Background: an optimization exercise with open tools, aiming at small area. Do not read the settings as production practice. RTL that was checked went through simulation tests only; none was proved equivalent to the original. Function not checked in run 4: the RTL went through the layout flow alone. No driver is modelled on the clock port, so clocking that relies on it looks cheaper here than on a real chip. Power and IR drop assume default switching activity.

==> flow/design.v <==
`timescale 1ns / 1ps
module counter(
    input clk,
    input sys_rst,
    input startbutton,
    input reset,
    input [1:0] select,
    input [3:0] loadmeMSD,
    input [3:0] loadmeLSD,
    output [6:0] sseg,
    output [3:0] an,
    output dp
    );
    reg [4:0] scan;
    reg [4:0] div;
    wire div_fb = ~((div[3] & div[4]) | (div[1] & div[2] & div[4]) | (div[1] & ~div[2] & ~div[3] & ~div[4]));
    wire div_end = div[4] & ~div[3] & ~div[2] & ~div[1];       
    wire tick = div_end & scan[1] & scan[0];
    always @(posedge clk) begin
        if (sys_rst) begin
            scan <= 5'd3;
            div  <= 5'd0;
        end else begin
            scan <= scan + 5'd1;
            div  <= {div[3:0], div_fb};
        end
    end
    localparam [2:0] P_START = 3'd0,
                     P_NOLOAD = 3'd1,
                     P_LOAD = 3'd7,
                     P_WAITWORK = 3'd2,
                     P_WORK = 3'd3,
                     P_WAITSTOP = 3'd6,
                     P_STOP = 3'd5;
    reg [2:0] phase;
    reg dir;                     
    reg cmpl;                    
    reg [3:0] c0, c1, c2, c3;
    reg [2:0] s;
    wire c0_9 = c0[3] & c0[0];
    wire c1_9 = c1[3] & c1[0];
    wire c2_9 = c2[3] & c2[0];
    wire c3_9 = c3[3] & c3[0];
    wire s_0 = ~s[2] & ~s[1] & ~s[0];
    wire limit = s_0 & c0_9 & c1_9 & c2_9 & c3_9;
    reg [2:0] phase_n;
    always @(*) begin
        phase_n = phase;
        case (phase)
            P_START: phase_n = select[0] ? P_LOAD : P_NOLOAD;
            P_NOLOAD, P_LOAD, P_STOP: begin
                if (reset) phase_n = P_START;
                else if (startbutton) phase_n = P_WAITWORK;
            end
            P_WAITWORK: if (!startbutton) phase_n = P_WORK;
            P_WORK: begin
                if (reset) phase_n = P_START;
                else if (limit || startbutton) phase_n = P_WAITSTOP;
            end
            P_WAITSTOP: if (!startbutton) phase_n = P_STOP;
            default: phase_n = P_START;
        endcase
    end
    always @(posedge clk) begin
        if (sys_rst)
            phase <= P_START;
        else if (tick)
            phase <= phase_n;
    end
    always @(posedge clk)
        if (phase == P_START)
            dir <= select[1];
    always @(posedge clk) begin
        if (sys_rst)
            cmpl <= 1'b0;
        else if (tick && (phase == P_NOLOAD || phase == P_LOAD))
            cmpl <= dir;
    end
    wire lsd_hi = loadmeLSD[3] & (loadmeLSD[2] | loadmeLSD[1]);
    wire [3:0] l2 = lsd_hi ? loadmeLSD - 4'd10 : loadmeLSD;
    wire [4:0] t = loadmeMSD + lsd_hi;
    wire hi = t >= 5'd10;
    wire [3:0] l3 = hi ? t[3:0] - 4'd10 : t[3:0];
    wire [3:0] k2 = dir ? 4'd9 - l2 : l2;
    wire [3:0] k3 = dir ? 4'd9 - l3 : l3;
    wire wrap = s[2] & s[1] & ~s[0] & c3[2] & c3[0] & c2[2] & c2[0] & c1[1] & c1[0] & c0[2] & c0[0];
    wire work = tick & (phase == P_WORK) & ~limit;
    wire clr = sys_rst | (tick & (phase == P_NOLOAD)) | (work & wrap);
    wire load = tick & (phase == P_LOAD);
    wire e0 = work;
    wire e1 = e0 & c0_9;
    wire e2 = e1 & c1_9;
    wire e3 = e2 & c2_9;
    wire es = e3 & c3_9;
    function [3:0] tog(input [3:0] x, input e);
        tog = {e & x[0] & (x[3] | (x[2] & x[1])), e & x[0] & x[1], e & x[0] & ~x[3], e};
    endfunction
    wire [3:0] n0 = c0 ^ tog(c0, e0);
    wire [3:0] n1 = c1 ^ tog(c1, e1);
    wire [3:0] n2 = c2 ^ tog(c2, e2);
    wire [3:0] n3 = c3 ^ tog(c3, e3);
    wire [2:0] ns = s ^ {es & s[1] & s[0], es & s[0], es};
    always @(posedge clk) begin
        c0 <= clr ? 4'd0 : load ? {dir, 2'b00, dir} : n0;
        c1 <= clr ? 4'd0 : load ? {dir, 2'b00, dir} : n1;
        c2 <= clr ? 4'd0 : load ? k2 : n2;
        c3 <= clr ? 4'd0 : load ? k3 : n3;
        s  <= clr ? 3'd0 : load ? {dir & hi, dir & hi, hi} : ns;
    end
    wire [1:0] pos = scan[4:3];
    assign an = {~(pos[1] & pos[0]), ~(pos[1] & ~pos[0]), ~(~pos[1] & pos[0]), ~(~pos[1] & ~pos[0])};
    assign dp = ~(pos[1] & ~pos[0]);
    wire [3:0] x = pos[1] ? (pos[0] ? c3 : c2) : (pos[0] ? c1 : c0);
    wire [3:0] d = cmpl ? {~(x[3] | x[2] | x[1]), x[2] ^ x[1], x[1], ~x[0]} : x;
    assign sseg[6] = (~d[3] & ~d[2] & ~d[1] & d[0]) | (d[2] & ~d[1] & ~d[0]);
    assign sseg[5] = d[2] & (d[1] ^ d[0]);
    assign sseg[4] = ~d[2] & d[1] & ~d[0];
    assign sseg[3] = (~d[3] & ~d[2] & ~d[1] & d[0]) | (d[2] & ~d[1] & ~d[0]) | (d[2] & d[1] & d[0]);
    assign sseg[2] = d[0] | (d[2] & ~d[1]);
    assign sseg[1] = (~d[2] & d[1]) | (~d[3] & ~d[2] & d[0]) | (d[1] & d[0]);
    assign sseg[0] = (~d[3] & ~d[2] & ~d[1]) | (d[2] & d[1] & d[0]);
endmodule
==> flow/flow/run.sh <==
#!/bin/bash
# Layout flow: the standard flow (standard.sh) with
#  - a synthesis that differs from the standard one only in its technology
#    mapping: ABC runs an area-oriented script, arithmetic is not mapped
#    to Kogge-Stone adders, and yosys's extract_fa is
#    skipped (registers, their names and cell types are unchanged);
#  - port buffers of the smallest buffer cell;
#  - the clock tree: two clkbuf_8, each driving half of the flip-flops,
#    inserted before CTS (flow/clkbuf.tcl), so TritonCTS adds nothing.
set -euo pipefail
W=$PWD
{
  echo 'proc synth {args} { yosys synth -nofsm -noshare {*}$args }'
  echo 'proc extract_fa {args} { puts "extract_fa skipped" }'
  echo "proc abc {args} {"
  echo "  set i [lsearch -exact \$args -script]"
  echo "  if {\$i >= 0} { set args [lreplace \$args [expr {\$i+1}] [expr {\$i+1}] $W/flow/area.abc] }"
  echo "  yosys abc {*}\$args"
  echo "}"
  tail -n +2 synth_recipe.tcl
} > my_synth.tcl
bash standard.sh SYNTH_SCRIPT=$W/my_synth.tcl SYNTH_OPERATIONS_ARGS=-noshare \
  "BUFFER_PORTS_ARGS=-buffer_cell sky130_fd_sc_hd__buf_1" \
  PRE_CTS_TCL=$W/flow/clkbuf.tcl \
  "CTS_ARGS=-sink_clustering_enable -repair_clock_nets -dont_use_dummy_load -buf_list sky130_fd_sc_hd__clkbuf_8" \
  finish > standard.log 2>&1
==> flow/flow/area.abc <==
strash
&get -n
&deepsyn -J 20 -T 120
&dch -f
&nf -R 1000
&put
strash
&get -n
&deepsyn -J 20 -T 120
&put
dch -f
amap
==> flow/flow/clkbuf.tcl <==
# Clock distribution for a small design: the clock port drives N clock
# buffers, each driving the flip-flops nearest to it (flops split into N
# groups by x position), in place of TritonCTS's H-tree.
set nbuf 2
set cell sky130_fd_sc_hd__clkbuf_8
set block [ord::get_db_block]
set sinks {}
foreach it [$block getITerms] {
  set m [[$it getInst] getMaster]
  if {[$it isInputSignal] || 1} {
    set mt [$it getMTerm]
    if {[$mt getName] eq "CLK" && [[$it getNet] getName] eq "clk"} {
      set xy [$it getAvgXY]
      lappend sinks [list [lindex $xy 1] [lindex $xy 2] [[$it getInst] getName]]
    }
  }
}
set sinks [lsort -real -index 0 $sinks]
set n [llength $sinks]
puts "clock sinks: $n"
for {set g 0} {$g < $nbuf} {incr g} {
  set lo [expr {$g * $n / $nbuf}]
  set hi [expr {($g + 1) * $n / $nbuf - 1}]
  set pins {}; set sx 0; set sy 0
  foreach s [lrange $sinks $lo $hi] {
    lappend pins [get_pins "[lindex $s 2]/CLK"]
    set sx [expr {$sx + [lindex $s 0]}]; set sy [expr {$sy + [lindex $s 1]}]
  }
  set k [llength $pins]
  set dbu [$block getDbUnitsPerMicron]
  set loc [list [expr {$sx / $k / double($dbu)}] [expr {$sy / $k / double($dbu)}]]
  insert_buffer -buffer_cell $cell -net clk -load_pins $pins -location $loc -buffer_name clkbuf_g$g
}
==> flow/standard.sh <==
#!/bin/bash
# synth_recipe.tcl (not shown) runs the flow's synth.tcl, then flattens the netlist and writes it again
# the make line also repeats each setting of config.mk as NAME=value (left out here)
make -C /OpenROAD-flow-scripts/flow DESIGN_CONFIG=/design/flow/config.mk WORK_HOME=/design/flow/orfs CLKGATE_MAP_FILE= SYNTH_SCRIPT=/design/flow/synth_recipe.tcl "${@:-finish}"
==> flow/config.mk <==
export PLATFORM = sky130hd
export DESIGN_NAME = counter
export DESIGN_NICKNAME = counter
export VERILOG_FILES = /design/flow/design.v
export SDC_FILE = /design/flow/constraint.sdc
export NUM_CORES = 4
export LEC_CHECK = 0
export ABC_AREA = 1
export CAP_MARGIN = 20
export CORE_MARGIN = 2
export CORE_UTILIZATION = 40
export SLEW_MARGIN = 20
==> flow/constraint.sdc <==
create_clock -name core_clock -period 45.0 [get_ports {clk}]
set_input_delay 9.0000 -clock core_clock [delete_from_list [all_inputs] [get_ports {clk}]]
set_output_delay 9.0000 -clock core_clock [all_outputs]
set_load 0.01 [all_outputs]
==> results of run 1 <==
[per-layer routing]
layer / share of wire / GRT usage / vias to the layer above
met4: 0.0040 / 0.00855 / 0
met5: 0 / 0 / -
met1: 0.52 / 0.254 / 739
li1: - / - / 944
met2: 0.44 / 0.281 / 30
met3: 0.036 / 0.0130 / 2
[stage by stage]
| step | hold WS (ns) | setup slack (ns) | utilization |
|---|---|---|---|
| global route | 0.458 | 33.49 | 0.450 |
| floorplan | 0.371 | 34.21 | - |
| CTS | 0.385 | 33.92 | 0.450 |
| detailed placement | 0.385 | 33.92 | 0.444 |
| global placement | 0.383 | 33.97 | 0.444 |
| finish | 0.408 | 33.83 | 0.450 |
[cell usage in the layout (no fill, tap or decap), drive strengths merged, types with 2 or more instances in the layout]
cell and instances:
a211oi 4, a21oi 14, a31oi 3, and3 3, buf 25, clkbuf 2
clkinv 30, dfxtp 33, nand2 27, nand3 8, nand4 2, nor2 50
nor2b 3, nor3 7, o211ai 3, o21ai 22, o221ai 4, o22ai 12
o31ai 3, o32ai 2, o41ai 2, or2 4, or4 2
[kinds of logic (layout without fill, tap and decap cells)]
logic type	count (synthesis)	after routing	synth area share
compound gates	75	75	0.267
simple gates	109	109	0.271
buf+inv	31	57	0.0684
flops	34	34	0.393
[how the worst max path moves through the flow]
stage | to | startpoint | depth (start not counted)
floorplan | c3[2] | loadmeLSD[1] | 8
global placement | c3[2] | loadmeLSD[2] | 9
detailed placement | c3[2] | loadmeLSD[2] | 9
CTS | c3[2] | loadmeLSD[2] | 9
global route | sseg[3] | scan[3] | 12
finish | sseg[3] | scan[3] | 12
[synthesized netlist by cell type, types with 4 or more instances]
cell type / count / area [um^2]
sky130_fd_sc_hd__nor2_1: 50 / 188
sky130_fd_sc_hd__o22ai_1: 12 / 75.1
sky130_fd_sc_hd__nand2_1: 27 / 101
sky130_fd_sc_hd__o21ai_0: 22 / 110
sky130_fd_sc_hd__a21oi_1: 14 / 70.1
sky130_fd_sc_hd__nand3_1: 8 / 40.0
sky130_fd_sc_hd__clkinv_1: 30 / 113
sky130_fd_sc_hd__or2_0: 4 / 25.0
sky130_fd_sc_hd__a211oi_1: 4 / 30.0
sky130_fd_sc_hd__nor3_1: 7 / 35.0
sky130_fd_sc_hd__o221ai_1: 4 / 35.0
sky130_fd_sc_hd__dfxtp_1: 33 / 661
[state kept, by name (all words and copies together), names as in the netlist]
name,flops
dir,1
c3,4
c1,4
c0,4
scan,5
s,3
c2,4
div,5
phase,3
cmpl,1
[area by class of cell, without the clock buffers]
| type | instances | area share |
|---|---|---|
| multi-input combinational | 184 | 0.488 |
| sequential | 34 | 0.357 |
| inverter | 30 | 0.0582 |
| timing repair buffer | 25 | 0.0485 |
| tap | 52 | 0.0336 |
[critical path: cells and delay by family (launching register included)]
family	cells	cell delay, ns
AOI/OAI and AO/OA	4	0.49
buffers and inverters	4	0.51
DFF	1	0.36
and+or+nand+nor	4	0.64
[where the power goes]
part | total, mW | leakage [nW] | switching [mW] | internal [mW]
combinational | 0.00697 | 0.348 | 0.00457 | 0.00240
sequential | 0.0314 | 0.278 | 0.000503 | 0.0309
clock | 0.0116 | 0.0144 | 0.00749 | 0.00414
total | 0.0500 | 0.640 | 0.0126 | 0.0374
==> metrics.log, run 1 <==
INFO  metric core.rowCount = 24
INFO  metric cp_slowest_stage_delay = 0.36 ns
INFO  metric yosysWarnings = 1
INFO  metric placedInstanceArea = 0.00191 mm^2
INFO  metric hold_buffer_count_at_cts = 0
INFO  metric layout.filler_cells = 453
INFO  metric critical_path.cell_chain = clkinv_1 -> nand2_1 -> o22ai_1 -> nor2_1 -> clkinv_1 -> nand2_1 -> a21oi_1 -> o21ai_0 -> nand2_1 -> o21ai_0 -> clkinv_1 -> buf_1
INFO  metric maximum_fanout_count_along_the_critical_path = 6
INFO  metric max_cap_viol_count = 0
INFO  metric die-height = 70.2 um
INFO  metric critical_path.reg2reg.endpoint = s[2]
INFO  metric place_congestion = 0.848
INFO  metric grt_first_pass_wirelength = 7090 um
INFO  metric start_util = 0.409
INFO  metric crit_path_end_kind = primary output
INFO  metric final.setup.tns = 0 ns
INFO  metric finalCriticalPeriod = 11.17 ns
INFO  metric relSlewSlack = 0.529
INFO  metric ys_seq_elements = 34
INFO  metric post-cts-setup-buffers = 0
INFO  metric finalNonFillerCells = 327
INFO  metric endpoint_of_the_worst_hold_timing_path = scan[0]
INFO  metric rsz0062_at_grt = no
INFO  metric number_of_antenna_violations_at_the_first_check_in_global_routing = 0
INFO  metric synthFlopType = sky130_fd_sc_hd__dfxtp_1
INFO  metric footprint_of_the_multi_input_gates = 945 um^2
INFO  metric crit_path_start_kind = flop
INFO  metric min_from = scan[0]
INFO  metric sequential_cell_area = 691 um^2
INFO  metric design.portCount = 26
INFO  metric global_route_usage_sum = 0.170
INFO  metric antenna_cells = 0
INFO  metric die_x = 70.2 um
INFO  metric design.die.area = 0.00493 mm^2
INFO  metric area.growth.synth_to_final = 10.2%
INFO  metric grt_overflow = 0
INFO  metric post_route_cells_drive_above_1_share = 0.00727
INFO  metric crit_arrival = 2.17 ns
INFO  metric floorplan.core_area = 0.00429 mm^2
INFO  metric nNetsFinal = 291
INFO  metric cellPowerDensity = 25.8 mW/mm^2
INFO  metric worst-setup-path-type = reg -> out
INFO  metric outcome = complete, no violations
INFO  metric hpwl = 3200 um
INFO  metric final.setup_skew = 0.00281 ns
INFO  metric post-layout-total-power = 0.0500 mW
INFO  metric detail_route.first_pass.iterations = 4
INFO  metric cpMaxStageDelayCell = sky130_fd_sc_hd__dfxtp_1
INFO  metric drt-vias-per-instance = 5.24
INFO  metric clock_pin_slew_of_the_registers_on_the_worst_case_setup_and_hold_paths = 0.10 ns
INFO  metric setup_viol = 0
INFO  metric dr_wl_cell = 12.1 um
INFO  metric timing.final.crit_share = 0.248
INFO  metric grt_max_degree = 18
INFO  metric dp_cells = 325
INFO  metric post_synth_edffs = 1
INFO  metric worstHoldPathCells = 1
INFO  metric final_design_area_no_fill = 0.00193 mm^2
INFO  metric power.leakage = 0.640 nW
INFO  metric worst_skew_pair.late_latency = 0.16 ns
INFO  metric worst_ir_drop_vdd = 20.8 uV
INFO  metric final-max-slew-violation-count = 0
INFO  metric route.detailed.drc = 0
INFO  metric synthDistinctLibCells = 32
INFO  metric route.antenna.remaining_nets = 0
INFO  metric clock.fmax = 89.5 MHz
INFO  metric totalWireLength = 3950 um
INFO  metric reg2reg_from = div[3]
INFO  metric share_of_the_yosys_chip_area_belonging_to_registers = 0.393
INFO  metric cp_data_required_time = 36.00 ns
INFO  metric holdCritPathClass = reg -> reg
INFO  metric synth.net_count = 263
INFO  metric async_reset_ff_frac = 0
INFO  metric port_buffers = 25
INFO  metric ctsResizeCount = 0
INFO  metric transition_time_at_the_pin_with_the_least_slew_margin = 0.704 ns
INFO  metric initialDrtViolationCount = 101
INFO  metric hold_violations = 0
INFO  metric total_via_count_in_the_routed_design = 1715
INFO  metric grt_pass1_vias = 1581
INFO  metric synthesis.area_per_instance = 7.05 um^2
INFO  metric post_synth_instance_area = 0.00176 mm^2
INFO  metric regToRegSetupSlack = 41.52 ns
INFO  metric r2r.worst_path.cells = 18
INFO  metric post_synth_inst_count = 249
==> inputs of run 2 (changes only) <==
==> flow/flow/run.sh (replaced) <==
#!/bin/bash
# Layout flow: the standard flow (standard.sh) with
#  - a synthesis that differs from the standard one only in its technology
#    mapping of the combinational logic: arithmetic is not mapped to
#    Kogge-Stone adders, yosys's extract_fa is skipped, and ABC maps with
#    several area-oriented scripts, keeping the smallest result
#    (flow/abc_portfolio.tcl); registers, their names and cell types are
#    those of the standard synthesis;
#  - port buffers of the smallest buffer cell;
#  - the clock tree: two clkbuf_8, each driving half of the flip-flops,
#    inserted before CTS (flow/clkbuf.tcl), so TritonCTS adds nothing.
set -euo pipefail
W=$PWD
export FLOW_FLOW_DIR=$W/flow
{
  echo 'proc synth {args} { yosys synth -nofsm -noshare {*}$args }'
  echo 'proc extract_fa {args} { puts "extract_fa skipped" }'
  echo "source $W/flow/abc_portfolio.tcl"
  tail -n +2 synth_recipe.tcl
} > my_synth.tcl
bash standard.sh SYNTH_SCRIPT=$W/my_synth.tcl SYNTH_OPERATIONS_ARGS=-noshare \
  "BUFFER_PORTS_ARGS=-buffer_cell sky130_fd_sc_hd__buf_1" \
  PRE_CTS_TCL=$W/flow/clkbuf.tcl \
  "CTS_ARGS=-sink_clustering_enable -repair_clock_nets -dont_use_dummy_load -buf_list sky130_fd_sc_hd__clkbuf_8" \
  finish > standard.log 2>&1
==> flow/flow/abc_p1.script (new file) <==
strash
&get -n
&deepsyn -J 20 -T 120
&put
dch -f
amap
strash
&get -n
&deepsyn -J 20 -T 120
&put
dch -f
amap
==> flow/flow/abc_p2.script (new file) <==
strash
&get -n
&deepsyn -J 20 -T 120
&dch -f
&nf -R 1000
&put
==> flow/flow/abc_p3.script (new file) <==
strash
&get -n
&deepsyn -J 20 -T 120
&dch -f
&nf -R 1000
&put
strash
&get -n
&deepsyn -J 20 -T 120
&put
dch -f
amap
==> flow/flow/abc_p4.script (new file) <==
strash
&get -n
&deepsyn -J 20 -T 120
&dch -f
&nf -R 1000
&put
strash
&get -n
&deepsyn -J 20 -T 120
&put
dch -f
amap
strash
&get -n
&deepsyn -J 20 -T 120
&put
dch -f
amap
==> flow/flow/abc_p5.script (new file) <==
strash
&get -n
&deepsyn -J 20 -T 120 -S 1
&put
dch -f
amap
strash
&get -n
&deepsyn -J 20 -T 120 -S 1
&put
dch -f
amap
==> flow/flow/abc_p6.script (new file) <==
strash
&get -n
&deepsyn -J 20 -T 120 -S 2
&put
dch -f
amap
strash
&get -n
&deepsyn -J 20 -T 120 -S 2
&put
dch -f
amap
==> flow/flow/abc_p7.script (new file) <==
strash
&get -n
&deepsyn -J 20 -T 120 -S 1
&dch -f
&nf -R 1000
&put
strash
&get -n
&deepsyn -J 20 -T 120 -S 1
&put
dch -f
amap
==> flow/flow/abc_p8.script (new file) <==
strash
&get -n
&deepsyn -J 20 -T 120 -S 2
&dch -f
&nf -R 1000
&put
strash
&get -n
&deepsyn -J 20 -T 120 -S 2
&put
dch -f
amap
==> flow/flow/abc_portfolio.tcl (new file) <==
# Technology mapping with a small portfolio of ABC scripts: each script in
# flow/abc_*.script maps the same netlist, and the smallest result (by the
# liberty area of its cells) is kept. Only the combinational mapping differs
# between the candidates; flip-flops are mapped before this step.
proc abc {args} {
  set scripts [lsort [glob -directory $::env(FLOW_FLOW_DIR) abc_*.script]]
  set i [lsearch -exact $args -script]
  set j [lsearch -exact $args -liberty]
  set lib [lindex $args [expr {$j + 1}]]
  yosys design -save pre_abc
  set best_area 1e18
  set best ""
  foreach s $scripts {
    yosys design -load pre_abc
    set a [lreplace $args [expr {$i + 1}] [expr {$i + 1}] $s]
    yosys abc {*}$a
    set st [yosys tee -q -s result.string stat -liberty $lib]
    if {![regexp {Chip area for module '[^']*': ([0-9.]+)} $st -> area]} {
      error "abc portfolio: no area for $s"
    }
    puts "abc portfolio: $s area $area"
    if {$area < $best_area} {
      set best_area $area
      set best $s
      yosys design -save best_abc
    }
  }
  yosys design -load best_abc
  puts "abc portfolio: kept $best area $best_area"
}
removed: flow/flow/area.abc
==> run 2 against run 1 <==
Still clean on timing, DRC and antenna. Wire length grew 2.1%. Register-to-register slack lost 0.07 ns. Hold slack gained 0.0066 ns. Critical path type unchanged.
==> metrics.log, run 2 <==
INFO  metric total_via_count_in_the_routed_design = 1752 (+2.2%)
INFO  metric power.switching_fraction = 0.254 (+0.00296)
INFO  metric share_of_the_yosys_chip_area_belonging_to_registers = 0.396 (+0.00282)
INFO  metric post_synth_xor_area_fraction = 0 (unchanged)
INFO  metric nNetsFinal = 282 (-3.1%)
INFO  metric final.setup_skew = 0.00486 ns (+0.00205 ns)
INFO  metric initialDrtViolationCount = 131 (+30%)
INFO  metric most-common-layout-cells = sky130_fd_sc_hd__nor2_1, sky130_fd_sc_hd__dfxtp_1, sky130_fd_sc_hd__clkinv_1, sky130_fd_sc_hd__nand2_1, sky130_fd_sc_hd__buf_1
INFO  metric finalNonFillerCells = 318 (-2.8%)
INFO  metric max_cap_viol_count = 0 (unchanged)
INFO  metric dr_wl_cell = 12.7 um (+5.0%)
INFO  metric timing.final.crit_share = 0.251 (+0.00264)
INFO  metric die-height = 70.0 um (-0.33%)
INFO  metric core.rowCount = 24 (unchanged)
INFO  metric cellInternalPower = 0.0375 mW (+0.36%)
INFO  metric worstHoldPathCells = 1 (unchanged)
INFO  metric power.leakage = 0.646 nW (+0.94%)
INFO  metric crit_path_start_kind = flop
INFO  metric footprint_of_the_multi_input_gates = 940 um^2 (-0.53%)
INFO  metric outcome = complete, no violations
INFO  metric post-layout-total-power = 0.0503 mW (+0.76%)
INFO  metric dp_cells = 316 (-2.8%)
INFO  metric ctsResizeCount = 0 (unchanged)
INFO  metric place_congestion = 0.799 (-5.8%)
INFO  metric fin_ws = 33.71 ns (-0.119 ns)
INFO  metric totalWireLength = 4040 um (+2.1%)
INFO  metric synth.top_cells.by_area = sky130_fd_sc_hd__dfxtp_1, sky130_fd_sc_hd__nor2_1, sky130_fd_sc_hd__o21ai_0, sky130_fd_sc_hd__clkinv_1, sky130_fd_sc_hd__nand2_1
INFO  metric crit_path_end_kind = primary output
INFO  metric cp_data_required_time = 36.00 ns (about the same)
INFO  metric final.setup.tns = 0 ns (unchanged)
INFO  metric holdCritPathClass = reg -> reg
INFO  metric switching_power = 0.0128 mW (+1.9%)
INFO  metric hold_violations = 0 (unchanged)
INFO  metric met1_usage = 0.232 (-0.0222)
INFO  metric cellPowerDensity = 26.2 mW/mm^2 (+1.4%)
INFO  metric design.die.area = 0.00490 mm^2 (-0.67%)
INFO  metric worst_skew_pair.late_latency = 0.16 ns (about the same)
INFO  metric crit_arrival = 2.29 ns (+0.12 ns)
INFO  metric setup_viol = 0 (unchanged)
INFO  metric finalCriticalPeriod = 11.29 ns (+0.119 ns)
INFO  metric reg2reg_from = scan[0]
INFO  metric worst_ir_drop_vdd = 20.6 uV (-0.75%)
INFO  metric min_from = scan[0]
INFO  metric worst-setup-path-type = reg -> out
INFO  metric synth_top_area_cell = sky130_fd_sc_hd__dfxtp_1
INFO  metric relSlewSlack = 0.469 (-0.0597)
INFO  metric endpoint_of_the_worst_hold_timing_path = scan[0]
INFO  metric post-cts-setup-buffers = 0 (unchanged)
INFO  metric design.portCount = 26 (unchanged)
INFO  metric critical_path.reg2reg.endpoint = s[2]
INFO  metric detail_route.first_pass.iterations = 4 (unchanged)
INFO  metric layout.filler_cells = 467 (+3.1%)
INFO  metric combinational_family_with_the_most_area_after_synthesis = compound AO/OA/AOI/OAI gates
INFO  metric most_common_cell_after_layout_fill_and_taps_aside = sky130_fd_sc_hd__nor2_1
INFO  metric busiest_grt_layer = met2
INFO  metric final-max-slew-violation-count = 0 (unchanged)
INFO  metric synth.net_count = 254 (-3.4%)
INFO  metric yosysWarnings = 1 (unchanged)
INFO  metric ys_seq_elements = 34 (unchanged)
INFO  metric drt-vias-per-instance = 5.51 (+5.0%)
INFO  metric final_design_area_no_fill = 0.00192 mm^2 (-0.65%)
INFO  metric synthesized_area_fraction_occupied_by_and_or_nand_nor_cells = 0.251 (-0.0203)
INFO  metric worstSetupStartpoint = scan[3]
INFO  metric regToRegSetupSlack = 41.45 ns (-0.07 ns)
INFO  metric area.growth.synth_to_final = 10.3% (about the same)
INFO  metric grt_use_met3 = 0.0173 (+0.00433)
INFO  metric post_synth_inst_count = 240 (-3.6%)
INFO  metric route.detailed.drc = 0 (unchanged)
INFO  metric top_flop_regs = div x5, scan x5
INFO  metric clock.fmax = 88.6 MHz (-1.1%)
INFO  metric post_route_cells_drive_above_1_share = 0.00752 (+0.000246)
INFO  metric synth_compound_area_frac = 0.289 (+0.0213)
INFO  metric route.antenna.remaining_nets = 0 (unchanged)
INFO  metric netlist.area_leader.share = 0.379 (+0.00270)
INFO  metric post_synth_edffs = 1 (unchanged)
INFO  metric hold_buffer_count_at_cts = 0 (unchanged)
INFO  metric port_buffers = 25 (unchanged)
INFO  metric grt_pass1_vias = 1596 (+0.95%)
INFO  metric place_ws = 33.87 ns (-0.0585 ns)
INFO  metric synthesis.area_per_instance = 7.26 um^2 (+3.0%)
INFO  metric grt_max_degree = 18 (unchanged)
INFO  metric synthDistinctLibCells = 35 (+9.4%)
INFO  metric post_synth_instance_area = 0.00174 mm^2 (-0.71%)
INFO  metric r2r.worst_path.cells = 16 (-2)
INFO  metric grt_overflow = 0 (unchanged)
INFO  metric clock_pin_slew_of_the_registers_on_the_worst_case_setup_and_hold_paths = 0.10 ns (about the same)
INFO  metric global_route_usage_sum = 0.168 (-0.00201)
INFO  metric sequential_cell_area = 691 um^2 (unchanged)
INFO  metric placedInstanceArea = 0.00189 mm^2 (-0.66%)
INFO  metric share_seq_of_total_power = 0.623 (-0.005)
INFO  metric hpwl = 3180 um (-0.76%)
INFO  metric die_x = 70.0 um (-0.33%)
INFO  metric synth_common_cells = sky130_fd_sc_hd__nor2_1, sky130_fd_sc_hd__dfxtp_1, sky130_fd_sc_hd__clkinv_1, sky130_fd_sc_hd__nand2_1, sky130_fd_sc_hd__o21ai_0
INFO  metric start_util = 0.409 (about the same)
INFO  metric global_route.usage.met2 = 0.295 (+0.0143)
INFO  metric comb_power_share = 0.142 (+0.002)
INFO  metric share_clk_of_total_power = 0.235 (+0.002)
INFO  metric async_reset_ff_frac = 0 (unchanged)
INFO  metric transition_time_at_the_pin_with_the_least_slew_margin = 0.789 ns (+0.0848 ns)
INFO  metric yosys-mux-area-fraction = 0 (unchanged)
INFO  metric antenna_cells = 0 (unchanged)
INFO  metric rsz0062_at_grt = no
INFO  metric synthFlopType = sky130_fd_sc_hd__dfxtp_1
INFO  metric yosys.area_share.adder = 0 (unchanged)
INFO  metric number_of_antenna_violations_at_the_first_check_in_global_routing = 0 (unchanged)
INFO  metric maximum_fanout_count_along_the_critical_path = 7 (+1)
INFO  metric most_instantiated_library_cell_after_synthesis = sky130_fd_sc_hd__nor2_1
INFO  metric grt_first_pass_wirelength = 7130 um (+0.48%)
INFO  metric floorplan.core_area = 0.00426 mm^2 (-0.70%)
[run 2: changes by cell type in the layout (fill, tap and decap cells not counted), moves of 2 or more]
cell                       delta
sky130_fd_sc_hd__nor4_1       +2
sky130_fd_sc_hd__clkinv_1     -2
sky130_fd_sc_hd__nor3_1       -4
sky130_fd_sc_hd__o32ai_1      +2
sky130_fd_sc_hd__a21oi_1      -2
sky130_fd_sc_hd__nand3_1      -2
sky130_fd_sc_hd__nor2_1       -7
[run 2: kinds of logic (layout without fill, tap and decap cells)]
kind of cell	after synthesis	in the layout
simple gates	99	99
flops	34	34
compound gates	78	78
buf+inv	29	55
[run 2: power groups by stage]
stage                     combinational, mW  sequential, mW  clock (mW)
after global placement              0.00711          0.0320           0
final                               0.00715          0.0314      0.0118
after CTS                           0.00720          0.0320     0.00864
after global routing                0.00818          0.0315      0.0140
after floorplan                     0.00495          0.0319           0
after detailed placement            0.00718          0.0320           0
[run 2: worst max path at each step]
stage	endpoint
finish	sseg[3]
global route	sseg[3]
CTS	sseg[3]
detailed placement	sseg[3]
global placement	sseg[3]
floorplan	sseg[6]
[run 2: area by class of cell, without the clock buffers]
| class | instances | area share |
|---|---|---|
| flip-flops and latches | 34 | 0.359 |
| multi-input cells | 177 | 0.489 |
| inverters | 28 | 0.0547 |
| well taps | 52 | 0.0339 |
| repair buffers | 25 | 0.0488 |
[run 2: critical path: stages, from the launching register on]
cell and delay (ns):
sky130_fd_sc_hd__dfxtp_1 0.36, sky130_fd_sc_hd__clkinv_1 0.13, sky130_fd_sc_hd__nand2_1 0.20, sky130_fd_sc_hd__o22ai_1 0.11
sky130_fd_sc_hd__nor2_1 0.35, sky130_fd_sc_hd__clkinv_1 0.16, sky130_fd_sc_hd__nand2_1 0.11, sky130_fd_sc_hd__a21oi_1 0.04
sky130_fd_sc_hd__o21ai_0 0.09, sky130_fd_sc_hd__o31ai_1 0.11, sky130_fd_sc_hd__o21ai_0 0.24, sky130_fd_sc_hd__clkinv_1 0.09
sky130_fd_sc_hd__buf_1 0.13
[run 2: metal layers]
metal	part of all wire	vias to the layer above
met5	0	-
met4	0.0059	0
met1	0.49	781
li1	-	919
met2	0.44	49
met3	0.062	3
[run 2: per-stage QoR]
stage	hold slack, ns	util
after floorplan	0.371	-
after global routing	0.436	0.451
after detailed placement	0.389	0.444
after global placement	0.385	0.444
final	0.414	0.451
after CTS	0.390	0.451
==> inputs of run 3 (changes only) <==
==> flow/flow/abc_b1s0.script (new file) <==
strash
&get -n
&deepsyn -J 20 -T 120
&put
dch -f
amap
strash
&get -n
&deepsyn -J 20 -T 120
&put
dch -f
amap
==> flow/flow/abc_b1s1.script (new file) <==
strash
&get -n
&deepsyn -J 20 -T 120 -S 1
&put
dch -f
amap
strash
&get -n
&deepsyn -J 20 -T 120 -S 1
&put
dch -f
amap
==> flow/flow/abc_b1s2.script (new file) <==
strash
&get -n
&deepsyn -J 20 -T 120 -S 2
&put
dch -f
amap
strash
&get -n
&deepsyn -J 20 -T 120 -S 2
&put
dch -f
amap
==> flow/flow/abc_b1s3.script (new file) <==
strash
&get -n
&deepsyn -J 20 -T 120 -S 3
&put
dch -f
amap
strash
&get -n
&deepsyn -J 20 -T 120 -S 3
&put
dch -f
amap
==> flow/flow/abc_b2s0.script (new file) <==
strash
&get -n
&deepsyn -J 20 -T 120
&dch -f
&nf -R 1000
&put
==> flow/flow/abc_b2s1.script (new file) <==
strash
&get -n
&deepsyn -J 20 -T 120 -S 1
&dch -f
&nf -R 1000
&put
==> flow/flow/abc_b2s2.script (new file) <==
strash
&get -n
&deepsyn -J 20 -T 120 -S 2
&dch -f
&nf -R 1000
&put
==> flow/flow/abc_b2s3.script (new file) <==
strash
&get -n
&deepsyn -J 20 -T 120 -S 3
&dch -f
&nf -R 1000
&put
==> flow/flow/abc_b3s0.script (new file) <==
strash
&get -n
&deepsyn -J 20 -T 120
&dch -f
&nf -R 1000
&put
strash
&get -n
&deepsyn -J 20 -T 120
&put
dch -f
amap
==> flow/flow/abc_b3s1.script (new file) <==
strash
&get -n
&deepsyn -J 20 -T 120 -S 1
&dch -f
&nf -R 1000
&put
strash
&get -n
&deepsyn -J 20 -T 120 -S 1
&put
dch -f
amap
==> flow/flow/abc_b3s2.script (new file) <==
strash
&get -n
&deepsyn -J 20 -T 120 -S 2
&dch -f
&nf -R 1000
&put
strash
&get -n
&deepsyn -J 20 -T 120 -S 2
&put
dch -f
amap
==> flow/flow/abc_b3s3.script (new file) <==
strash
&get -n
&deepsyn -J 20 -T 120 -S 3
&dch -f
&nf -R 1000
&put
strash
&get -n
&deepsyn -J 20 -T 120 -S 3
&put
dch -f
amap
==> flow/flow/abc_b4s0.script (new file) <==
strash
&get -n
&deepsyn -J 20 -T 120
&dch -f
&nf -R 1000
&put
strash
&get -n
&deepsyn -J 20 -T 120
&put
dch -f
amap
strash
&get -n
&deepsyn -J 20 -T 120
&put
dch -f
amap
==> flow/flow/abc_b4s1.script (new file) <==
strash
&get -n
&deepsyn -J 20 -T 120 -S 1
&dch -f
&nf -R 1000
&put
strash
&get -n
&deepsyn -J 20 -T 120 -S 1
&put
dch -f
amap
strash
&get -n
&deepsyn -J 20 -T 120 -S 1
&put
dch -f
amap
==> flow/flow/abc_b4s2.script (new file) <==
strash
&get -n
&deepsyn -J 20 -T 120 -S 2
&dch -f
&nf -R 1000
&put
strash
&get -n
&deepsyn -J 20 -T 120 -S 2
&put
dch -f
amap
strash
&get -n
&deepsyn -J 20 -T 120 -S 2
&put
dch -f
amap
==> flow/flow/abc_b4s3.script (new file) <==
strash
&get -n
&deepsyn -J 20 -T 120 -S 3
&dch -f
&nf -R 1000
&put
strash
&get -n
&deepsyn -J 20 -T 120 -S 3
&put
dch -f
amap
strash
&get -n
&deepsyn -J 20 -T 120 -S 3
&put
dch -f
amap
removed: flow/flow/abc_p1.script
removed: flow/flow/abc_p2.script
removed: flow/flow/abc_p3.script
removed: flow/flow/abc_p4.script
removed: flow/flow/abc_p5.script
removed: flow/flow/abc_p6.script
removed: flow/flow/abc_p7.script
removed: flow/flow/abc_p8.script
==> run 3 against run 2 <==
Still clean on timing, DRC and antenna. Fmax unchanged. Combinational power about the same. Final area unchanged. Synthesized cell count unchanged.
==> metrics.log, run 3 <==
INFO  metric outcome = complete, no violations
INFO  metric power.leakage = 0.646 nW (unchanged)
INFO  metric grt_pass1_vias = 1596 (unchanged)
INFO  metric antenna_cells = 0 (unchanged)
INFO  metric detail_route.first_pass.iterations = 4 (unchanged)
INFO  metric total_via_count_in_the_routed_design = 1752 (unchanged)
INFO  metric post_route_cells_drive_above_1_share = 0.00752 (unchanged)
INFO  metric drt-vias-per-instance = 5.51 (unchanged)
INFO  metric max_cap_viol_count = 0 (unchanged)
INFO  metric dr_wl_cell = 12.7 um (unchanged)
INFO  metric start_util = 0.409 (unchanged)
INFO  metric maximum_fanout_count_along_the_critical_path = 7 (unchanged)
INFO  metric route.antenna.remaining_nets = 0 (unchanged)
INFO  metric die-height = 70.0 um (unchanged)
INFO  metric hold_violations = 0 (unchanged)
INFO  metric worst_ir_drop_vdd = 20.6 uV (unchanged)
INFO  metric cp_slowest_stage_delay = 0.36 ns (about the same)
INFO  metric finalNonFillerCells = 318 (unchanged)
INFO  metric critical_path.cell_chain = clkinv_1 -> nand2_1 -> o22ai_1 -> nor2_1 -> clkinv_1 -> nand2_1 -> a21oi_1 -> o21ai_0 -> o31ai_1 -> o21ai_0 -> clkinv_1 -> buf_1
INFO  metric synthesis.area_per_instance = 7.26 um^2 (unchanged)
INFO  metric final.setup_skew = 0.00486 ns (unchanged)
INFO  metric clock.fmax = 88.6 MHz (unchanged)
INFO  metric share_of_the_yosys_chip_area_belonging_to_registers = 0.396 (unchanged)
INFO  metric holdCritPathClass = reg -> reg
INFO  metric synth_top_area_cell = sky130_fd_sc_hd__dfxtp_1
INFO  metric yosysWarnings = 1 (unchanged)
INFO  metric grt_max_degree = 18 (unchanged)
INFO  metric hpwl = 3180 um (unchanged)
INFO  metric final.setup.tns = 0 ns (unchanged)
INFO  metric crit_path_end_kind = primary output
INFO  metric hold_buffer_count_at_cts = 0 (unchanged)
INFO  metric finalCriticalPeriod = 11.29 ns (unchanged)
INFO  metric final_design_area_no_fill = 0.00192 mm^2 (unchanged)
INFO  metric crit_path_start_kind = flop
INFO  metric relSlewSlack = 0.469 (unchanged)
INFO  metric timing.final.crit_share = 0.251 (unchanged)
INFO  metric initialDrtViolationCount = 131 (unchanged)
INFO  metric synth_common_cells = sky130_fd_sc_hd__nor2_1, sky130_fd_sc_hd__dfxtp_1, sky130_fd_sc_hd__clkinv_1, sky130_fd_sc_hd__nand2_1, sky130_fd_sc_hd__o21ai_0
INFO  metric post_synth_instance_area = 0.00174 mm^2 (unchanged)
INFO  metric design.portCount = 26 (unchanged)
INFO  metric most-common-layout-cells = sky130_fd_sc_hd__nor2_1, sky130_fd_sc_hd__dfxtp_1, sky130_fd_sc_hd__clkinv_1, sky130_fd_sc_hd__nand2_1, sky130_fd_sc_hd__buf_1
INFO  metric route.detailed.drc = 0 (unchanged)
INFO  metric reg2reg_from = scan[0]
INFO  metric cpMaxStageDelayCell = sky130_fd_sc_hd__dfxtp_1
INFO  metric netlist.area_leader.share = 0.379 (unchanged)
INFO  metric transition_time_at_the_pin_with_the_least_slew_margin = 0.789 ns (unchanged)
INFO  metric clock_pin_slew_of_the_registers_on_the_worst_case_setup_and_hold_paths = 0.10 ns (about the same)
INFO  metric ctsResizeCount = 0 (unchanged)
INFO  metric die_x = 70.0 um (unchanged)
INFO  metric post_synth_edffs = 1 (unchanged)
INFO  metric async_reset_ff_frac = 0 (unchanged)
INFO  metric grt_first_pass_wirelength = 7130 um (unchanged)
INFO  metric post-cts-setup-buffers = 0 (unchanged)
INFO  metric ys_seq_elements = 34 (unchanged)
INFO  metric most_instantiated_library_cell_after_synthesis = sky130_fd_sc_hd__nor2_1
INFO  metric place_congestion = 0.799 (unchanged)
INFO  metric synth.top_cells.by_area = sky130_fd_sc_hd__dfxtp_1, sky130_fd_sc_hd__nor2_1, sky130_fd_sc_hd__o21ai_0, sky130_fd_sc_hd__clkinv_1, sky130_fd_sc_hd__nand2_1
INFO  metric worst-setup-path-type = reg -> out
INFO  metric cp_data_required_time = 36.00 ns (about the same)
INFO  metric area.growth.synth_to_final = 10.3% (unchanged)
INFO  metric worstSetupStartpoint = scan[3]
INFO  metric port_buffers = 25 (unchanged)
INFO  metric rsz0062_at_grt = no
INFO  metric worst_skew_pair.late_latency = 0.16 ns (about the same)
INFO  metric grt_overflow = 0 (unchanged)
INFO  metric setup_viol = 0 (unchanged)
INFO  metric crit_top_cell = sky130_fd_sc_hd__clkinv_1
INFO  metric nNetsFinal = 282 (unchanged)
INFO  metric number_of_antenna_violations_at_the_first_check_in_global_routing = 0 (unchanged)
INFO  metric core.rowCount = 24 (unchanged)
INFO  metric min_from = scan[0]
INFO  metric crit_arrival = 2.29 ns (about the same)
INFO  metric most_common_cell_after_layout_fill_and_taps_aside = sky130_fd_sc_hd__nor2_1
INFO  metric synth.net_count = 254 (unchanged)
INFO  metric top_flop_regs = div x5, scan x5
INFO  metric floorplan.core_area = 0.00426 mm^2 (unchanged)
INFO  metric cellPowerDensity = 26.2 mW/mm^2 (unchanged)
INFO  metric synthDistinctLibCells = 35 (unchanged)
INFO  metric global_route_usage_sum = 0.168 (unchanged)
INFO  metric design.die.area = 0.00490 mm^2 (unchanged)
INFO  metric synthFlopType = sky130_fd_sc_hd__dfxtp_1
INFO  metric placedInstanceArea = 0.00189 mm^2 (unchanged)
INFO  metric post_synth_inst_count = 240 (unchanged)
INFO  metric dp_cells = 316 (unchanged)
INFO  metric final-max-slew-violation-count = 0 (unchanged)
INFO  metric totalWireLength = 4040 um (unchanged)
[run 3: final timing paths]
check,slack (ns),depth (start not counted),to
max reg2reg,41.45,16,s[2]
min,0.41,1,scan[0]
max,33.71,12,sseg[3]
min reg2reg,0.41,1,scan[0]
[run 3: cell families after synthesis]
kind of cell	after synthesis	synth area share
AND/OR/NAND/NOR	99	0.251
AO/OA/AOI/OAI	78	0.289
flip-flops	34	0.396
buffers and inverters	29	0.0646
[run 3: per-layer routing]
layer / global-route usage / wire length (um) / share of wire / up-vias
met4: 0.0128 / 24 / 0.0059 / 0
met5: 0 / 0 / 0 / -
li1: - / - / - / 919
met2: 0.295 / 1770 / 0.44 / 49
met1: 0.232 / 1990 / 0.49 / 781
met3: 0.0173 / 252 / 0.062 / 3
[run 3: cell type report, without the clock buffers]
type,count,area (um^2)
timing repair buffer,25,93.8
fill,467,2340
multi-input combinational,177,940
inverter,28,105
sequential,34,691
tap,52,65.1
[run 3: per-stage QoR]
step / hold WS (ns) / util / power, mW / worst slack (ns)
6_report: 0.414 / 0.451 / 0.0503 / 33.71
5_1_grt: 0.436 / 0.451 / 0.0536 / 33.41
4_1_cts: 0.390 / 0.451 / 0.0479 / 33.87
3_5_place_dp: 0.389 / 0.444 / 0.0392 / 33.87
3_3_place_gp: 0.385 / 0.444 / 0.0391 / 33.88
2_1_floorplan: 0.371 / - / 0.0369 / 34.08
[run 3: worst max-delay path: cells and delay by family, from the launching register on]
family                 cells  cell delay (ns)
AND/OR/NAND/NOR            3             0.66
flip-flops                 1             0.36
buffers and inverters      4             0.51
AO/OA/AOI/OAI              5             0.59
[run 3: power breakdown]
part	internal, mW	switching [mW]	total [mW]
sequential	0.0309	0.000488	0.0314
clock	0.00414	0.00769	0.0118
combinational	0.00252	0.00463	0.00715
total	0.0375	0.0128	0.0503
==> inputs of run 4 (changes only) <==
--- a/flow/design.v
+++ b/flow/design.v
@@ -33,16 +33,16 @@
                      P_WAITSTOP = 3'd6,
                      P_STOP = 3'd5;
     reg [2:0] phase;
-    reg dir;                     
     reg cmpl;                    
     reg [3:0] c0, c1, c2, c3;
     reg [2:0] s;
+    wire dir = s[2];             
     wire c0_9 = c0[3] & c0[0];
     wire c1_9 = c1[3] & c1[0];
     wire c2_9 = c2[3] & c2[0];
     wire c3_9 = c3[3] & c3[0];
-    wire s_0 = ~s[2] & ~s[1] & ~s[0];
-    wire limit = s_0 & c0_9 & c1_9 & c2_9 & c3_9;
+    wire s_z = ~s[1] & ~s[0];    
+    wire limit = s_z & c0_9 & c1_9 & c2_9 & c3_9;
     reg [2:0] phase_n;
     always @(*) begin
         phase_n = phase;
@@ -67,9 +67,6 @@
         else if (tick)
             phase <= phase_n;
     end
-    always @(posedge clk)
-        if (phase == P_START)
-            dir <= select[1];
     always @(posedge clk) begin
         if (sys_rst)
             cmpl <= 1'b0;
@@ -83,10 +80,11 @@
     wire [3:0] l3 = hi ? t[3:0] - 4'd10 : t[3:0];
     wire [3:0] k2 = dir ? 4'd9 - l2 : l2;
     wire [3:0] k3 = dir ? 4'd9 - l3 : l3;
-    wire wrap = s[2] & s[1] & ~s[0] & c3[2] & c3[0] & c2[2] & c2[0] & c1[1] & c1[0] & c0[2] & c0[0];
+    wire wrap = ~cmpl & s[2] & ~s[1] & s[0] & c3[2] & c3[0] & c2[2] & c2[0] & c1[1] & c1[0] & c0[2] & c0[0];
     wire work = tick & (phase == P_WORK) & ~limit;
     wire clr = sys_rst | (tick & (phase == P_NOLOAD)) | (work & wrap);
     wire load = tick & (phase == P_LOAD);
+    wire start = tick & (phase == P_START);
     wire e0 = work;
     wire e1 = e0 & c0_9;
     wire e2 = e1 & c1_9;
@@ -99,13 +97,18 @@
     wire [3:0] n1 = c1 ^ tog(c1, e1);
     wire [3:0] n2 = c2 ^ tog(c2, e2);
     wire [3:0] n3 = c3 ^ tog(c3, e3);
-    wire [2:0] ns = s ^ {es & s[1] & s[0], es & s[0], es};
+    wire [2:0] ns = s ^ {es & (~s[2] | s[1]), es & s[0] & ~s[2], es & s[2]};
     always @(posedge clk) begin
         c0 <= clr ? 4'd0 : load ? {dir, 2'b00, dir} : n0;
         c1 <= clr ? 4'd0 : load ? {dir, 2'b00, dir} : n1;
         c2 <= clr ? 4'd0 : load ? k2 : n2;
         c3 <= clr ? 4'd0 : load ? k3 : n3;
-        s  <= clr ? 3'd0 : load ? {dir & hi, dir & hi, hi} : ns;
+    end
+    wire s_wrap = work & wrap;   
+    always @(posedge clk) begin
+        s[2] <= start ? select[1] : ~s_wrap & ns[2];
+        s[1] <= ~(start | load) & ns[1];
+        s[0] <= ~(start | s_wrap) & (load ? hi : ns[0]);
     end
     wire [1:0] pos = scan[4:3];
     assign an = {~(pos[1] & pos[0]), ~(pos[1] & ~pos[0]), ~(~pos[1] & pos[0]), ~(~pos[1] & ~pos[0])};
==> run 4 against run 3 <==
Clock skew shrank 0.00086 ns. Critical path depth decreased by 3. Wire length down 1.6%. Final cell count is 1.6% higher. Via count rose by 1.0%. Largest power group unchanged. Worst setup slack gained 0.12 ns. Clock power hardly changed. Critical endpoint is now sseg[1]. Utilization grew 1.9 points. Flip-flop and latch count fell by 1. Synthesized cell count up 2.9%.
==> metrics.log, run 4 <==
INFO  metric fin_worst_hold_slack = 0.411 ns (-0.00358 ns)
INFO  metric drt-vias-per-instance = 5.48 (-0.54%)
INFO  metric share_seq_of_total_power = 0.599 (-0.024)
INFO  metric nNetsFinal = 289 (+2.5%)
INFO  metric cpMaxStageDelayCell = sky130_fd_sc_hd__a2111oi_0
INFO  metric setup_viol = 0 (unchanged)
INFO  metric utilization = 0.469 (+0.0187)
INFO  metric cellPowerDensity = 27.0 mW/mm^2 (+3.1%)
INFO  metric ys_seq_elements = 33 (-2.9%)
INFO  metric place_congestion = 0.801 (+0.25%)
INFO  metric power.leakage = 0.643 nW (-0.55%)
INFO  metric synthesis.area_per_instance = 7.05 um^2 (-2.9%)
INFO  metric ctsResizeCount = 0 (unchanged)
INFO  metric floorplan.core_area = 0.00409 mm^2 (-4.2%)
INFO  metric top_flop_regs = div x5, scan x5
INFO  metric start_util = 0.426 (+0.0175)
INFO  metric async_reset_ff_frac = 0 (unchanged)
INFO  metric synth_top_area_cell = sky130_fd_sc_hd__dfxtp_1
INFO  metric timing.final.crit_share = 0.248 (-0.00257)
INFO  metric number_of_antenna_violations_at_the_first_check_in_global_routing = 0 (unchanged)
INFO  metric totalWireLength = 3970 um (-1.6%)
INFO  metric max_cap_viol_count = 0 (unchanged)
INFO  metric core.rowCount = 23 (-4.2%)
INFO  metric die-height = 70.0 um (about the same)
INFO  metric most_common_cell_after_layout_fill_and_taps_aside = sky130_fd_sc_hd__nor2_1
INFO  metric share_clk_of_total_power = 0.226 (-0.009)
INFO  metric synthesized_area_fraction_occupied_by_and_or_nand_nor_cells = 0.279 (+0.0289)
INFO  metric rsz0062_at_grt = no
INFO  metric yosysWarnings = 1 (unchanged)
INFO  metric holdCritPathClass = reg -> reg
INFO  metric fin_ws = 33.83 ns (+0.115 ns)
INFO  metric synth_compound_area_frac = 0.272 (-0.0163)
INFO  metric initialDrtViolationCount = 114 (-13%)
INFO  metric worst_ir_drop_vdd = 14.3 uV (-31%)
INFO  metric finalCriticalPeriod = 11.17 ns (-0.115 ns)
INFO  metric post_synth_instance_area = 0.00174 mm^2 (about the same)
INFO  metric netlist.area_leader.share = 0.379 (about the same)
INFO  metric combinational_family_with_the_most_area_after_synthesis = simple AND/OR/NAND/NOR gates
INFO  metric share_of_the_yosys_chip_area_belonging_to_registers = 0.379 (-0.0170)
INFO  metric area.growth.synth_to_final = 10.1%
INFO  metric synth.net_count = 261 (+2.8%)
INFO  metric synth_common_cells = sky130_fd_sc_hd__nor2_1, sky130_fd_sc_hd__dfxtp_1, sky130_fd_sc_hd__clkinv_1, sky130_fd_sc_hd__nand2_1, sky130_fd_sc_hd__o21ai_0
INFO  metric post_synth_xor_area_fraction = 0 (unchanged)
INFO  metric cp_data_required_time = 36.00 ns (about the same)
INFO  metric die_x = 70.0 um (about the same)
INFO  metric port_buffers = 25 (unchanged)
INFO  metric detail_route.first_pass.iterations = 4 (unchanged)
INFO  metric grt_max_degree = 18 (unchanged)
INFO  metric post-cts-setup-buffers = 0 (unchanged)
INFO  metric transition_time_at_the_pin_with_the_least_slew_margin = 0.706 ns (-0.0834 ns)
INFO  metric design.portCount = 26 (unchanged)
INFO  metric outcome = complete, no violations
INFO  metric most_instantiated_library_cell_after_synthesis = sky130_fd_sc_hd__nor2_1
INFO  metric route.detailed.drc = 0 (unchanged)
INFO  metric grt_pass1_vias = 1522 (-4.6%)
INFO  metric grt_first_pass_wirelength = 6750 um (-5.3%)
INFO  metric antenna_cells = 0 (unchanged)
INFO  metric worst-setup-path-type = reg -> out
INFO  metric power.switching_fraction = 0.277 (+0.0226)
INFO  metric total_via_count_in_the_routed_design = 1770 (+1.0%)
INFO  metric post_synth_inst_count = 247 (+2.9%)
INFO  metric clock_pin_slew_of_the_registers_on_the_worst_case_setup_and_hold_paths = 0.10 ns (about the same)
INFO  metric switching_power = 0.0144 mW (+12%)
INFO  metric grt_overflow = 0 (unchanged)
INFO  metric place_ws = 34.07 ns (+0.205 ns)
INFO  metric final-max-slew-violation-count = 0 (unchanged)
INFO  metric worst_skew_pair.late_latency = 0.16 ns (about the same)
INFO  metric post_route_cells_drive_above_1_share = 0.00733 (-0.000193)
INFO  metric critical_path.cell_chain = clkinv_1 -> nand2_1 -> o22ai_1 -> nor2_1 -> nor2_1 -> a2111oi_0 -> nor2_1 -> o21ai_0 -> buf_1
INFO  metric crit_top_cell = sky130_fd_sc_hd__nor2_1
INFO  metric yosys-mux-area-fraction = 0 (unchanged)
INFO  metric hold_buffer_count_at_cts = 0 (unchanged)
INFO  metric post_synth_edffs = 0 (-1)
INFO  metric global_route_usage_sum = 0.157 (-0.0103)
INFO  metric final.setup.tns = 0 ns (unchanged)
INFO  metric hpwl = 3130 um (-1.3%)
INFO  metric final.setup_skew = 0.00400 ns (-0.000862 ns)
INFO  metric dr_wl_cell = 12.3 um (-3.2%)
INFO  metric crit_arrival = 2.17 ns (-0.12 ns)
INFO  metric synthFlopType = sky130_fd_sc_hd__dfxtp_1
INFO  metric crit_path_end_kind = primary output
INFO  metric hold_violations = 0 (unchanged)
INFO  metric route.antenna.remaining_nets = 0 (unchanged)
INFO  metric most-common-layout-cells = sky130_fd_sc_hd__nor2_1, sky130_fd_sc_hd__dfxtp_1, sky130_fd_sc_hd__clkinv_1, sky130_fd_sc_hd__buf_1, sky130_fd_sc_hd__nand2_1
INFO  metric design.die.area = 0.00490 mm^2 (about the same)
INFO  metric relSlewSlack = 0.517 (+0.0483)
INFO  metric synth.top_cells.by_area = sky130_fd_sc_hd__dfxtp_1, sky130_fd_sc_hd__nor2_1, sky130_fd_sc_hd__clkinv_1, sky130_fd_sc_hd__o21ai_0, sky130_fd_sc_hd__nand2_1
INFO  metric synthDistinctLibCells = 36 (+2.9%)
INFO  metric comb_power_share = 0.176 (+0.034)
INFO  metric cp_slowest_stage_delay = 0.56 ns (+0.20 ns)
INFO  metric maximum_fanout_count_along_the_critical_path = 5 (-2)
INFO  metric cellInternalPower = 0.0375 mW (-0.21%)
INFO  metric post-layout-total-power = 0.0518 mW (+2.9%)
INFO  metric clock.fmax = 89.5 MHz (+1.0%)
INFO  metric yosys.area_share.adder = 0 (unchanged)
INFO  metric crit_path_start_kind = flop
==> run 4: metrics by stage <==
step	instances	cell area (um^2)
after floorplan	247	1740
after global placement	321	1890
after detailed placement	321	1890
after CTS	323	1920
after global routing	323	1920
final	323	1920
==> run 4: worst max-delay path: cells and delay by family, from the launching register on <==
family	cells	cell delay, ns
AOI/OAI and AO/OA	3	0.84
and+or+nand+nor	4	0.51
DFF	1	0.40
buffers and inverters	2	0.27
==> run 4: power groups by stage <==
stage	clock, mW	combinational [mW]	sequential (mW)
3_5_place_dp	0	0.00899	0.0317
3_3_place_gp	0	0.00899	0.0317
2_1_floorplan	0	0.00644	0.0314
5_1_grt	0.0129	0.0104	0.0312
4_1_cts	0.00851	0.00907	0.0317
6_report	0.0117	0.00911	0.0310
==> run 4: path summary, 6_finish.rpt <==
| path | from | to | slack [ns] | cells after the start |
|---|---|---|---|---|
| hold / removal | scan[0] | scan[0] | 0.41 | 1 |
| setup / recovery | scan[4] | sseg[1] | 33.83 | 9 |
| hold reg to reg | scan[0] | scan[0] | 0.41 | 1 |
| setup reg to reg | div[3] | s[1] | 41.85 | 13 |
==> run 4: layer usage <==
metal / vias up / wire length, um / share of wire / track usage
li1: 929 / - / - / -
met1: 793 / 2050 / 0.52 / 0.235
met2: 46 / 1710 / 0.43 / 0.259
met3: 2 / 175 / 0.044 / 0.0115
met4: 0 / 29 / 0.0073 / 0.0107
met5: - / 0 / 0 / 0
==> run 4: logic make-up after synthesis <==
| family | count (synthesis) |
|---|---|
| AND/OR/NAND/NOR | 110 |
| AO/OA/AOI/OAI | 73 |
| flip-flops | 33 |
| buffers and inverters | 31 |
==> run 4: area by class of cell, without the clock buffers <==
type / count / area, um^2
Fill cell: 433 / 2170
Multi-Input combinational cell: 183 / 961
Timing Repair Buffer: 25 / 93.8
Sequential cell: 33 / 661
Tap cell: 50 / 62.6
Inverter: 30 / 113
==> inputs of run 5 (changes only) <==
--- a/flow/design.v
+++ b/flow/design.v
@@ -27,11 +27,11 @@
     end
     localparam [2:0] P_START = 3'd0,
                      P_NOLOAD = 3'd1,
-                     P_LOAD = 3'd7,
+                     P_LOAD = 3'd3,
                      P_WAITWORK = 3'd2,
-                     P_WORK = 3'd3,
-                     P_WAITSTOP = 3'd6,
-                     P_STOP = 3'd5;
+                     P_WORK = 3'd6,
+                     P_WAITSTOP = 3'd4,
+                     P_STOP = 3'd7;
     reg [2:0] phase;
     reg cmpl;                    
     reg [3:0] c0, c1, c2, c3;
==> run 5 against run 4 <==
Register-to-register slack worse by 0.24 ns. Wire length is 4.2% higher. Global-route usage is 1.1 points higher. Fmax is 0.24% lower. Hold slack worse by 0.0081 ns. First-iteration DRC count is 14% higher. Sequential share of layout area is 0.43 points higher. Worst setup slack worse by 0.027 ns. Final cell count is 2.5% lower. Sequential power hardly changed. Highest routed layer unchanged.
==> metrics.log, run 5 <==
INFO  metric outcome = complete, no violations
INFO  metric async_reset_ff_frac = 0 (unchanged)
INFO  metric place_ws = 34.03 ns (-0.0374 ns)
INFO  metric cp_data_required_time = 36.00 ns (about the same)
INFO  metric most_instantiated_library_cell_after_synthesis = sky130_fd_sc_hd__nor2_1
INFO  metric post_synth_instance_area = 0.00172 mm^2 (-1.4%)
INFO  metric synth.net_count = 253 (-3.1%)
INFO  metric crit_arrival = 2.20 ns (+0.03 ns)
INFO  metric initialDrtViolationCount = 130 (+14%)
INFO  metric number_of_antenna_violations_at_the_first_check_in_global_routing = 0 (unchanged)
INFO  metric synth_top_area_cell = sky130_fd_sc_hd__dfxtp_1
INFO  metric worst-setup-path-type = reg -> out
INFO  metric holdCritPathClass = reg -> reg
INFO  metric final-max-slew-violation-count = 0 (unchanged)
INFO  metric max_cap_viol_count = 0 (unchanged)
INFO  metric power.leakage = 0.641 nW (-0.33%)
INFO  metric synthDistinctLibCells = 35 (-2.8%)
INFO  metric most_common_cell_after_layout_fill_and_taps_aside = sky130_fd_sc_hd__nor2_1
INFO  metric rsz0062_at_grt = no
INFO  metric design.die.area = 0.00484 mm^2 (-1.3%)
INFO  metric total_via_count_in_the_routed_design = 1711 (-3.3%)
INFO  metric post-layout-total-power = 0.0513 mW (-1.0%)
INFO  metric dr_wl_cell = 13.1 um (+6.9%)
INFO  metric synthesis.area_per_instance = 7.19 um^2 (+1.9%)
INFO  metric synth.top_cells.by_area = sky130_fd_sc_hd__dfxtp_1, sky130_fd_sc_hd__nor2_1, sky130_fd_sc_hd__clkinv_1, sky130_fd_sc_hd__o21ai_0, sky130_fd_sc_hd__o22ai_1
INFO  metric sequential_cell_area = 661 um^2 (unchanged)
INFO  metric fin_ws = 33.80 ns (-0.0271 ns)
INFO  metric start_util = 0.423 (-0.00284)
INFO  metric floorplan.core_area = 0.00406 mm^2 (-0.70%)
INFO  metric share_seq_of_total_power = 0.600 (about the same)
INFO  metric share_clk_of_total_power = 0.230 (+0.004)
INFO  metric drt-vias-per-instance = 5.43 (-0.88%)
INFO  metric post_synth_edffs = 0 (unchanged)
INFO  metric nNetsFinal = 281 (-2.8%)
INFO  metric clock_pin_slew_of_the_registers_on_the_worst_case_setup_and_hold_paths = 0.11 ns (about the same)
INFO  metric maximum_fanout_count_along_the_critical_path = 7 (+2)
INFO  metric design.portCount = 26 (unchanged)
INFO  metric hpwl = 3340 um (+6.5%)
INFO  metric crit_path_start_kind = flop
INFO  metric grt_overflow = 0 (unchanged)
INFO  metric post-cts-setup-buffers = 0 (unchanged)
INFO  metric footprint_of_the_multi_input_gates = 937 um^2 (-2.5%)
INFO  metric finalCriticalPeriod = 11.20 ns (+0.0271 ns)
INFO  metric most-common-layout-cells = sky130_fd_sc_hd__nor2_1, sky130_fd_sc_hd__dfxtp_1, sky130_fd_sc_hd__clkinv_1, sky130_fd_sc_hd__buf_1, sky130_fd_sc_hd__nand2_1
INFO  metric detail_route.first_pass.iterations = 4 (unchanged)
INFO  metric area.growth.synth_to_final = 10.3%
INFO  metric switching_power = 0.0141 mW (-2.0%)
INFO  metric ys_seq_elements = 33 (unchanged)
INFO  metric cellPowerDensity = 27.1 mW/mm^2 (+0.24%)
INFO  metric grt_max_degree = 18 (unchanged)
INFO  metric route.antenna.remaining_nets = 0 (unchanged)
INFO  metric grt_first_pass_wirelength = 7040 um (+4.3%)
INFO  metric route.detailed.drc = 0 (unchanged)
INFO  metric ctsResizeCount = 0 (unchanged)
INFO  metric core.rowCount = 23 (unchanged)
INFO  metric clock.fmax = 89.3 MHz (-0.24%)
INFO  metric synthFlopType = sky130_fd_sc_hd__dfxtp_1
INFO  metric transition_time_at_the_pin_with_the_least_slew_margin = 0.603 ns (-0.103 ns)
INFO  metric share_of_the_yosys_chip_area_belonging_to_registers = 0.385 (+0.00525)
INFO  metric synth_common_cells = sky130_fd_sc_hd__nor2_1, sky130_fd_sc_hd__dfxtp_1, sky130_fd_sc_hd__clkinv_1, sky130_fd_sc_hd__nand2_1, sky130_fd_sc_hd__o21ai_0
INFO  metric comb_power_share = 0.170 (-0.006)
INFO  metric yosysWarnings = 1 (unchanged)
INFO  metric place_congestion = 0.793 (-0.96%)
INFO  metric port_buffers = 25 (unchanged)
INFO  metric die_x = 69.5 um (-0.64%)
INFO  metric final.setup_skew = 0.0131 ns (+0.00910 ns)
INFO  metric post_route_cells_drive_above_1_share = 0.00755 (+0.000221)
INFO  metric timing.final.crit_share = 0.249 (+0.000602)
INFO  metric hold_violations = 0 (unchanged)
INFO  metric layout.filler_cells = 422 (-2.5%)
INFO  metric post_synth_inst_count = 239 (-3.2%)
INFO  metric utilization = 0.467 (-0.00253)
INFO  metric relSlewSlack = 0.593 (+0.0755)
INFO  metric worst_ir_drop_vdd = 23.3 uV (+63%)
INFO  metric die-height = 69.5 um (-0.64%)
INFO  metric top_flop_regs = div x5, scan x5
INFO  metric cellInternalPower = 0.0372 mW (-0.63%)
INFO  metric hold_buffer_count_at_cts = 0 (unchanged)
INFO  metric totalWireLength = 4140 um (+4.2%)
INFO  metric worst_skew_pair.late_latency = 0.16 ns (about the same)
INFO  metric final.setup.tns = 0 ns (unchanged)
INFO  metric global_route_usage_sum = 0.169 (+0.0113)
INFO  metric setup_viol = 0 (unchanged)
INFO  metric power.switching_fraction = 0.274 (-0.00272)
INFO  metric netlist.area_leader.share = 0.385 (+0.00525)
INFO  metric crit_path_end_kind = primary output
INFO  metric antenna_cells = 0 (unchanged)
INFO  metric grt_pass1_vias = 1516 (-0.39%)
[run 5: cells by family after synthesis]
| family | count (synthesis) | synth area share |
|---|---|---|
| simple gates | 99 | 0.255 |
| compound gates | 76 | 0.291 |
| flops | 33 | 0.385 |
| buf+inv | 31 | 0.0699 |
[run 5: critical path: stages (launching register included)]
cell and delay, ns:
sky130_fd_sc_hd__dfxtp_1 0.37, sky130_fd_sc_hd__clkinv_1 0.13, sky130_fd_sc_hd__nand2_1 0.20, sky130_fd_sc_hd__o22ai_1 0.11
sky130_fd_sc_hd__nor2_1 0.33, sky130_fd_sc_hd__nor2_1 0.14, sky130_fd_sc_hd__o21ai_0 0.15, sky130_fd_sc_hd__o21ai_0 0.12
sky130_fd_sc_hd__nor2_1 0.15, sky130_fd_sc_hd__a21oi_1 0.08, sky130_fd_sc_hd__nor2_1 0.10, sky130_fd_sc_hd__buf_1 0.15
[run 5: worst paths after layout]
path / startpoint / end / slack, ns / cells after the start
max reg2reg: c3[3] / c2[2] / 41.61 / 10
max: scan[3] / sseg[6] / 33.80 / 11
min: scan[0] / scan[0] / 0.40 / 1
min reg2reg: scan[0] / scan[0] / 0.40 / 1
[run 5: final cells by class, without the clock buffers]
class                      instances  area share
inverter                          30      0.0594
multi-input combinational        175       0.495
sequential                        33       0.349
tap                               50      0.0330
timing repair buffer              25      0.0495
[run 5: layer usage]
| metal | GRT usage | part of all wire |
|---|---|---|
| met1 | 0.253 | 0.52 |
| met2 | 0.282 | 0.43 |
| met3 | 0.00872 | 0.048 |
| met4 | 0.00654 | 0.0046 |
| met5 | 0 | 0 |
[run 5: power groups by stage]
stage	Combinational (mW)	Clock, mW	Sequential, mW
floorplan	0.00612	0	0.0312
global placement	0.00864	0	0.0314
detailed placement	0.00876	0	0.0314
CTS	0.00879	0.00851	0.0314
global route	0.00992	0.0131	0.0309
finish	0.00872	0.0118	0.0308
[run 5: per-stage QoR]
step / hold slack (ns) / area, um^2 / cells
after global placement: 0.384 / 1870 / 313
after CTS: 0.383 / 1890 / 315
after floorplan: 0.371 / 1720 / 239
after detailed placement: 0.383 / 1870 / 313
final: 0.403 / 1890 / 315
after global routing: 0.418 / 1890 / 315

## what the ideal ports hide
How much do the figures lean on ideal ports? The routed layouts below were timed once more, with nothing changed but the port constraints. Step 1 (the two cells are an assumption about what drives the block):
set clk [get_ports {clk}]
set_driving_cell -lib_cell sky130_fd_sc_hd__clkbuf_16 $clk
set_driving_cell -lib_cell sky130_fd_sc_hd__buf_2 [delete_from_list [all_inputs] $clk]
Step 2, shift: input delay + t, output delay - t, t = (earliest + latest rising clock arrival at the registers) / 2. This alone moves slack from input paths to output paths. Slacks: ideal / step 1 / step 2; pairs: ideal / step 1.
run | shift t [ns] | slack for setup (ns) | worst register clock-pin slew, ns | cell pins on the clock port's net
run 1 | 0.192 | 33.830 / 33.796 / 33.886 | 0.10 / 0.10 | 2
run 2 | 0.193 | 33.712 / 33.676 / 33.869 | 0.10 / 0.10 | 2
run 3 | 0.193 | 33.712 / 33.676 / 33.869 | 0.10 / 0.10 | 2
run 4 | 0.194 | 33.827 / 33.791 / 33.985 | 0.10 / 0.10 | 2
run 5 | 0.192 | 33.800 / 33.766 / 33.958 | 0.11 / 0.11 | 2
After both steps setup and hold are still met in every run listed.
